This design comes from an exercise in tuning for small area on the open sky130 flow, not from production work.
The RTL was checked by simulation tests, not by an equivalence proof against the original design.
The clock input has no modelled driver; a real chip could not lean on it and would need a root buffer or a full tree.
Power figures rest on the tool's default switching activity, not on a simulated workload.

// top
module top
(
    input        SYSCLK,
    input        RST_N,
    input        LEVER,
    output [6:0] SEG,
    output [2:0] AN
);
Size: about 210 cells after synthesis, ~13 I/O pins.
==> module top, before the edit <==
module top
(
    input        SYSCLK,
    input        RST_N,
    input        LEVER,
    output [6:0] SEG,
    output [2:0] AN
);
    reg  rst_n, rst_n_q1;
    always @(posedge SYSCLK or negedge RST_N)
        if (!RST_N) {rst_n, rst_n_q1} <= 2'b00;
        else        {rst_n, rst_n_q1} <= {rst_n_q1, RST_N};   
    reg  sig_q, sig_qq;
    reg  pulse;
    reg  busy;
    reg  [17:0] rng;
    wire [17:0] rng_inc = rng + 18'd1;
    reg  [17:0] v;
    reg         blink;
    reg         prev_match;  
    reg  [2:0]  digit;
    reg         loaded;      
    reg         win;         
    wire [2:0] s = rng[6:4];
    wire [5:0] sel = (s == 3'd1) ? v[11:6] :
                     (s == 3'd2) ? v[17:12] : v[5:0];
    wire [2:0] sym;
    reel reel_dec (.v_reel(sel), .symbol(sym));
    wire same = (digit == sym);
    wire low_eq  = (rng_inc[1:0] == v[1:0]);
    wire mid_eq  = (rng_inc[11:2] == v[11:2]);
    wire lock_end = low_eq & mid_eq & (rng_inc[12] == v[12]) & !pulse;
    wire blink_ev = low_eq & prev_match;
    wire edge_in = sig_q & !sig_qq;
    always @(posedge SYSCLK)
    begin
        sig_q  <= rst_n & LEVER;
        sig_qq <= sig_q;
        pulse  <= !busy & edge_in;
        if (!rst_n)
            busy <= 1'b0;
        else if (!busy)
            busy <= edge_in;
        else if (lock_end)
            busy <= 1'b0;
        if (!rst_n) rng <= 18'd0;
        else        rng <= rng_inc;
        if (rng_inc[1:0] == 2'd3)
            prev_match <= mid_eq;
        if (pulse || !rst_n)
            v <= rng;
        if (pulse || !rst_n)
            blink <= 1'b0;
        else if (!busy && win && blink_ev)
            blink <= !blink;
        digit <= sym;
        loaded <= pulse;
        if (!rst_n)
            win <= 1'b0;
        else if (pulse || loaded)
            win <= 1'b1;
        else if (rng[6:0] == 7'd16)
            win <= win & same;
        else if (rng[6:0] == 7'd32)
            win <= win & same & (sym != 3'd0);
    end
    reg [6:0] seg;
    always @(*)
        case (digit)                     
            3'd0:    seg = 7'b1000000;       
            3'd3:    seg = 7'b1111001;       
            3'd1:    seg = 7'b0100100;       
            3'd7:    seg = 7'b0110000;       
            3'd4:    seg = 7'b0011001;       
            3'd5:    seg = 7'b0010010;       
            3'd2:    seg = 7'b0000010;       
            default: seg = 7'b0000010;       
        endcase
    assign SEG = seg;
    assign AN  = blink            ? 3'b111 :
                 rng[6:4] == 3'd0 ? 3'b110 :
                 rng[6:4] == 3'd1 ? 3'b101 :
                 rng[6:4] == 3'd2 ? 3'b011 : 3'b111;
endmodule
Settings: LEC_CHECK=0, CAP_MARGIN=20, CORE_MARGIN=2, CORE_UTILIZATION=40, SLEW_MARGIN=20; clock period 10.0 ns.
standard.sh (not shown) runs the stock make flow with config.mk's settings and CLKGATE_MAP_FILE= SYNTH_SCRIPT=/design/flow/synth_recipe.tcl, a recipe that flattens the netlist after the stock synthesis.
==> flow/flow/run.sh <==
#!/bin/bash
# Own layout flow: the standard synthesis, then the combinational logic
# between the registers is mapped again by ABC for area (the registers, their
# names and cell types are left exactly as the standard synthesis made them),
# then the standard layout steps with single-drive port buffers and a
# one-level clock tree (post_cts.tcl).
set -euo pipefail
W=$PWD
R=$W/orfs/results/$FLOW_PLATFORM/top/base
LIB=$FLOW_HOME/platforms/$FLOW_PLATFORM/lib/sky130_fd_sc_hd__tt_025C_1v80.lib

# 1. standard synthesis
bash standard.sh synth > $W/std_synth.log 2>&1
cp $R/1_2_yosys.v $W/std_netlist.v

# 2. area re-mapping of the combinational logic, with a few ABC scripts in
#    parallel; the smallest netlist is kept
for S in abc_deep abc_deep_amap abc_nf; do
  sed -e "s#@LIB@#$LIB#g" -e "s#@ABC@#$W/flow/$S.abc#g" \
      -e "s#@IN@#$W/std_netlist.v#g" -e "s#@OUT@#$W/remapped_$S.v#g" \
      $W/flow/remap.ys > $W/remap_$S.ys
  yosys -q -s $W/remap_$S.ys -l $W/remap_$S.log > /dev/null &
done
wait
best=""; best_area=""
for S in abc_deep abc_deep_amap abc_nf; do
  a=$(awk '/Chip area for module/ {print $NF}' $W/remap_$S.log)
  echo "remap $S: $a"
  if [[ -z "$best" ]] || awk "BEGIN {exit !($a < $best_area)}"; then best=$S; best_area=$a; fi
done
echo "remap chosen: $best ($best_area)"
cp $W/remapped_$best.v $R/1_2_yosys.v
bash standard.sh do-1_synth > $W/remap_synth_odb.log 2>&1

# 3. the rest of the standard layout, with single-drive port buffers and,
#    after CTS, the clock tree replaced by a few leaf buffers (post_cts.tcl)
bash standard.sh "BUFFER_PORTS_ARGS=-buffer_cell sky130_fd_sc_hd__buf_1" \
    "CTS_ARGS=-sink_clustering_enable -repair_clock_nets -dont_use_dummy_load" \
    "POST_CTS_TCL=$W/flow/post_cts.tcl" \
    "CLK_LEAF_BUF=sky130_fd_sc_hd__clkbuf_8" "CLK_LEAF_COUNT=3" "CLK_LEAF_SLEW_PS=122" \
    finish > $W/layout.log 2>&1
Other scripts of this flow, unchanged in this note and not shown: flow/flow/abc_deep.abc, flow/flow/abc_deep_amap.abc, flow/flow/abc_nf.abc, flow/flow/post_cts.tcl, flow/flow/remap.ys
The baseline produced a clean layout.
Rerun with:
--- a/flow/design.v
+++ b/flow/design.v
@@ -36,9 +36,8 @@
     reg  [17:0] v;
     reg         blink;
     reg         prev_match;  
     reg  [2:0]  digit;
-    reg         loaded;      
     reg         win;         
     wire [2:0] s = rng[6:4];
     wire [5:0] sel = (s == 3'd1) ? v[11:6] :
                      (s == 3'd2) ? v[17:12] : v[5:0];
@@ -71,12 +70,11 @@
             blink <= 1'b0;
         else if (!busy && win && blink_ev)
             blink <= !blink;
         digit <= sym;
-        loaded <= pulse;
         if (!rst_n)
             win <= 1'b0;
-        else if (pulse || loaded)
+        else if (pulse)
             win <= 1'b1;
         else if (rng[6:0] == 7'd16)
             win <= win & same;
         else if (rng[6:0] == 7'd32)
Outcome: Combinational power drops by about 2%; wire length climbs by about 0.6%; die area drops by 0.47%; maximum frequency climbs by 15%; register-to-register slack gets better by 700 ps; design area drops by about 0.46%; cell count drops by about 5.5%; hold slack barely changes.
In every run of this note, the design's own scripts or RTL, not TritonCTS, make the clock network.

==> port drivers added, routing unchanged <==
No port has a modelled driver above. Below, the same layouts with a new extraction and two added sets of constraints. Step 1: set_driving_cell puts a clkbuf_16 on SYSCLK and a buf_2 on each other input, an assumption about the parent block. Step 2 adds t to the input delays and takes it off the output delays; t is the mean of the earliest and latest rising clock arrival at the registers after step 1. Input paths then give back, and output paths get back, about the clock's delay inside the block. Three values: no drivers, after step 1, after step 2; two values: the first two.
run	t, ns	slack for setup (ns)	worst setup path after step 2	latest minus earliest clock arrival (ns)	cell pins on the clock port's net
the first run	0.202	6.057 / 6.057 / 6.057	register to register	0.012 / 0.012	3
the second run	0.198	6.566 / 6.520 / 6.718	register to output	0.010 / 0.011	3
After both steps every run listed still meets setup and hold.
